What follows belongs to an exercise in optimizing a design on an open flow for small area, a short achievable clock period and few clock cycles; a production flow would make more cautious choices. Only simulation tests tie the RTL to the original design; equivalence was not proved. Power and IR drop assume default switching activity.

job 101:
Design cube_solver, start of the top module:
module cube_solver (
    input  wire        clk,
    input  wire        rst,
    input  wire        run,
    input  wire [11:0] lo,
    input  wire [11:0] hi,
    output wire [11:0] total_found,
    output reg         solver_done
);
    function automatic gt12(input [11:0] a, input [11:0] b);
        reg [15:0] g, l;
        integer k, w;
        begin
            g = 16'd0;
            l = 16'd0;
            for (k = 0; k < 12; k = k + 1) begin
                g[k] = a[k] & ~b[k];
                l[k] = ~a[k] & b[k];
            end
            for (w = 1; w < 16; w = w * 2)
                for (k = 0; k + w < 16; k = k + 2 * w) begin
                    g[k] = g[k + w] | (~l[k + w] & g[k]);
                    l[k] = l[k + w] | (~g[k + w] & l[k]);
                end
            gt12 = g[0];
        end
    endfunction
    wire [6:0] q_w, s_w;
    wire       pred_w;
    cube_qtab u_qtab (
        .x00(hi[11]), .x01(hi[10]), .x02(hi[9]), .x03(hi[8]), .x04(hi[7]), .x05(hi[6]),
  ...
Size: roughly 640 cells after synthesis.
Settings: LEC_CHECK=0, ABC_AREA=1, CAP_MARGIN=20, CORE_MARGIN=2, CORE_UTILIZATION=60, CTS_BUF_LIST=sky130_fd_sc_hd__clkbuf_4, CTS_CLUSTER_DIAMETER=100, CTS_CLUSTER_SIZE=30, PLACE_DENSITY=0.8, SETUP_SLACK_MARGIN=1.5, SLEW_MARGIN=20; clock period 5.0 ns.
standard.sh (not shown) runs the stock make flow with config.mk's settings and CLKGATE_MAP_FILE= SYNTH_SCRIPT=/design/flow/synth_recipe.tcl, a recipe that flattens the netlist after the stock synthesis.
==> flow/flow/run.sh <==
#!/bin/bash
# The standard layout (standard.sh) with two changes:
#  - plain buf_1 cells as the port buffers instead of the buffer that
#    buffer_ports picks by default (timing repair still resizes the ones on
#    critical paths);
#  - no ADDER_MAP_FILE, so Yosys does not cut half/full adders out of the
#    logic before ABC maps it: ABC maps the adders with the rest.
# Output of make and every tool it runs goes to flow_make.log here; ORFS's
# per-step logs stay under orfs/logs.
set -euo pipefail
export BUFFER_PORTS_ARGS="-buffer_cell sky130_fd_sc_hd__buf_1"
export ADDER_MAP_FILE=
bash standard.sh > flow_make.log 2>&1
Job 101: no failed stages, no open violations at the end
Testbench counts of job 101, summed over its fixed seeds: cycles 128.
What job 102 does differently from job 101 at the input level:
- SETUP_SLACK_MARGIN now 1.7, was 1.5
- CTS_CLUSTER_SIZE no longer set, was 30
- CTS_BUF_LIST no longer set, was sky130_fd_sc_hd__clkbuf_4
- CTS_CLUSTER_DIAMETER no longer set, was 100
Notes after the runs:
Going from job 101 to job 102, design area grows by about 1%.
The non-clock buffer count of job 102 is higher than that of job 101.
Vias after detailed routing grows slightly when moving from job 101 to job 102.
Compared with job 101, job 102 shows relative area of clock buffers and inverters in the final design higher by 0.41 points.
Job 101 → job 102: fraction of layout cells with a size suffix above 1 moved up, multi-input gate share of total cell area moved down.
The final reports for job 102 and job 101 show smallest setup slack after layout higher in the former.

* * *

== red ==
Another version of the RTL of cube_solver (not shown whole).
Size: about 660 cells after synthesis, ~17 flip-flops, ~40 I/O pins.
clock: 5.0 ns
lec_check: 0
abc_area: 1
cap_margin: 20
core_margin: 2
core_utilization: 60
setup_slack_margin: 1.5
slew_margin: 20
Scripts as last shown in full above: flow/flow/run.sh
Testbench counts of red, summed over its fixed seeds: cycles 128.
Input-level comparison between blue and red:
- swapping 1.5 for 1.7 in SETUP_SLACK_MARGIN
==> comparison <==
Delta (blue minus red): flop and latch count out of synthesis comparable, final period demand of the worst path now larger, design area now larger, worst setup slack now smaller, final clock period utilization by the worst path now larger. A type of the worst setup path of flop to output port is what red shows, while primary input to flop belongs to blue. Going from red to blue, the post-layout utilization of the core was found to have gone up by 0.22 points. Wire length on blue is up relative to red. Combinational share of power (blue over red): increase, 0.3 points. red consumes less power than blue.

* * *

Setup of lane 1:
Another version of the RTL of cube_solver (not shown whole).
For scale: about 640 cells after synthesis, ~17 flip-flops, about 40 I/O pins, roughly 3600 um^2 of cells after synthesis.
==> flow/config.mk <==
export PLATFORM = sky130hd
export DESIGN_NAME = cube_solver
export DESIGN_NICKNAME = cube_solver
export VERILOG_FILES = /design/flow/design.v
export SDC_FILE = /design/flow/constraint.sdc
export NUM_CORES = 4
export LEC_CHECK = 0
export ABC_AREA = 1
export CAP_MARGIN = 20
export CORE_MARGIN = 2
export CORE_UTILIZATION = 60
export CTS_BUF_LIST = sky130_fd_sc_hd__clkbuf_4
export CTS_CLUSTER_DIAMETER = 100
export CTS_CLUSTER_SIZE = 30
export PLACE_DENSITY = 0.8
export SETUP_SLACK_MARGIN = 2.0
export SLEW_MARGIN = 20
==> flow/constraint.sdc <==
create_clock -name core_clock -period 5.0 [get_ports {clk}]
set_input_delay 1.0000 -clock core_clock [delete_from_list [all_inputs] [get_ports {clk}]]
set_output_delay 1.0000 -clock core_clock [all_outputs]
set_load 0.01 [all_outputs]
==> flow/flow/run.sh <==
#!/bin/bash
# The standard layout (standard.sh) with two changes:
#  - plain buf_2 cells as the port buffers instead of the buffer that
#    buffer_ports picks by default (timing repair still resizes the ones on
#    critical paths);
#  - no ADDER_MAP_FILE, so Yosys does not cut half/full adders out of the
#    logic before ABC maps it: ABC maps the adders with the rest.
# Output of make and every tool it runs goes to flow_make.log here; ORFS's
# per-step logs stay under orfs/logs.
set -euo pipefail
export BUFFER_PORTS_ARGS="-buffer_cell sky130_fd_sc_hd__buf_2"
export ADDER_MAP_FILE=
bash standard.sh > flow_make.log 2>&1
Testbench counts of lane 1, summed over its fixed seeds: cycles 128.
[inputs] lane 2 vs lane 1
diff --git a/flow/config.mk b/flow/config.mk
--- a/flow/config.mk
+++ b/flow/config.mk
@@ -14,4 +14,4 @@
 export CTS_CLUSTER_SIZE = 30
 export PLACE_DENSITY = 0.8
-export SETUP_SLACK_MARGIN = 2.0
+export SETUP_SLACK_MARGIN = 1.7
 export SLEW_MARGIN = 20
Results
Comparing lane 2 against lane 1, there is no change at all in gate count after technology mapping. [compare] base=lane 1 new=lane 2: combinational power dropped about 2%, core utilization has decreased.

[what the ideal ports hide]
How much do the figures lean on ideal ports? The routed layouts below were timed once more, with nothing changed but the port constraints. Step 1: set_driving_cell puts a clkbuf_16 on clk and a buf_2 on each other input, an assumption about the parent block. Step 2 also shifts input and output timing later by t, the mid clock arrival at the registers, as if the neighbouring blocks saw the same clock. a / b / c = no drivers / after step 1 / after step 2; a / b = the first two.
run | shift t [ns] | slack for setup (ns) | hold slack, ns | worst register clock-pin slew, ns | cell pins on the clock port's net
job 101 | 0.310 | 1.713 / 1.711 / 1.401 | 0.489 / 0.489 / 0.489 | 0.09 / 0.09 | 1
job 102 | 0.271 | 1.772 / 1.773 / 1.502 | 0.481 / 0.481 / 0.481 | 0.06 / 0.06 | 1
red | 0.276 | 1.927 / 1.903 / 1.655 | 0.485 / 0.485 / 0.485 | 0.07 / 0.07 | 1
blue | 0.279 | 1.917 / 1.916 / 1.637 | 0.485 / 0.485 / 0.485 | 0.07 / 0.07 | 1
lane 1 | 0.294 | 2.037 / 2.015 / 1.968 | 0.486 / 0.486 / 0.486 | 0.09 / 0.09 | 1
lane 2 | 0.293 | 1.976 / 1.954 / 1.944 | 0.487 / 0.487 / 0.487 | 0.09 / 0.09 | 1
After both steps setup and hold are still met in every run listed. The setup slack of job 101, which loses most, moves by -0.002 ns with the drivers and by -0.312 ns with both steps.
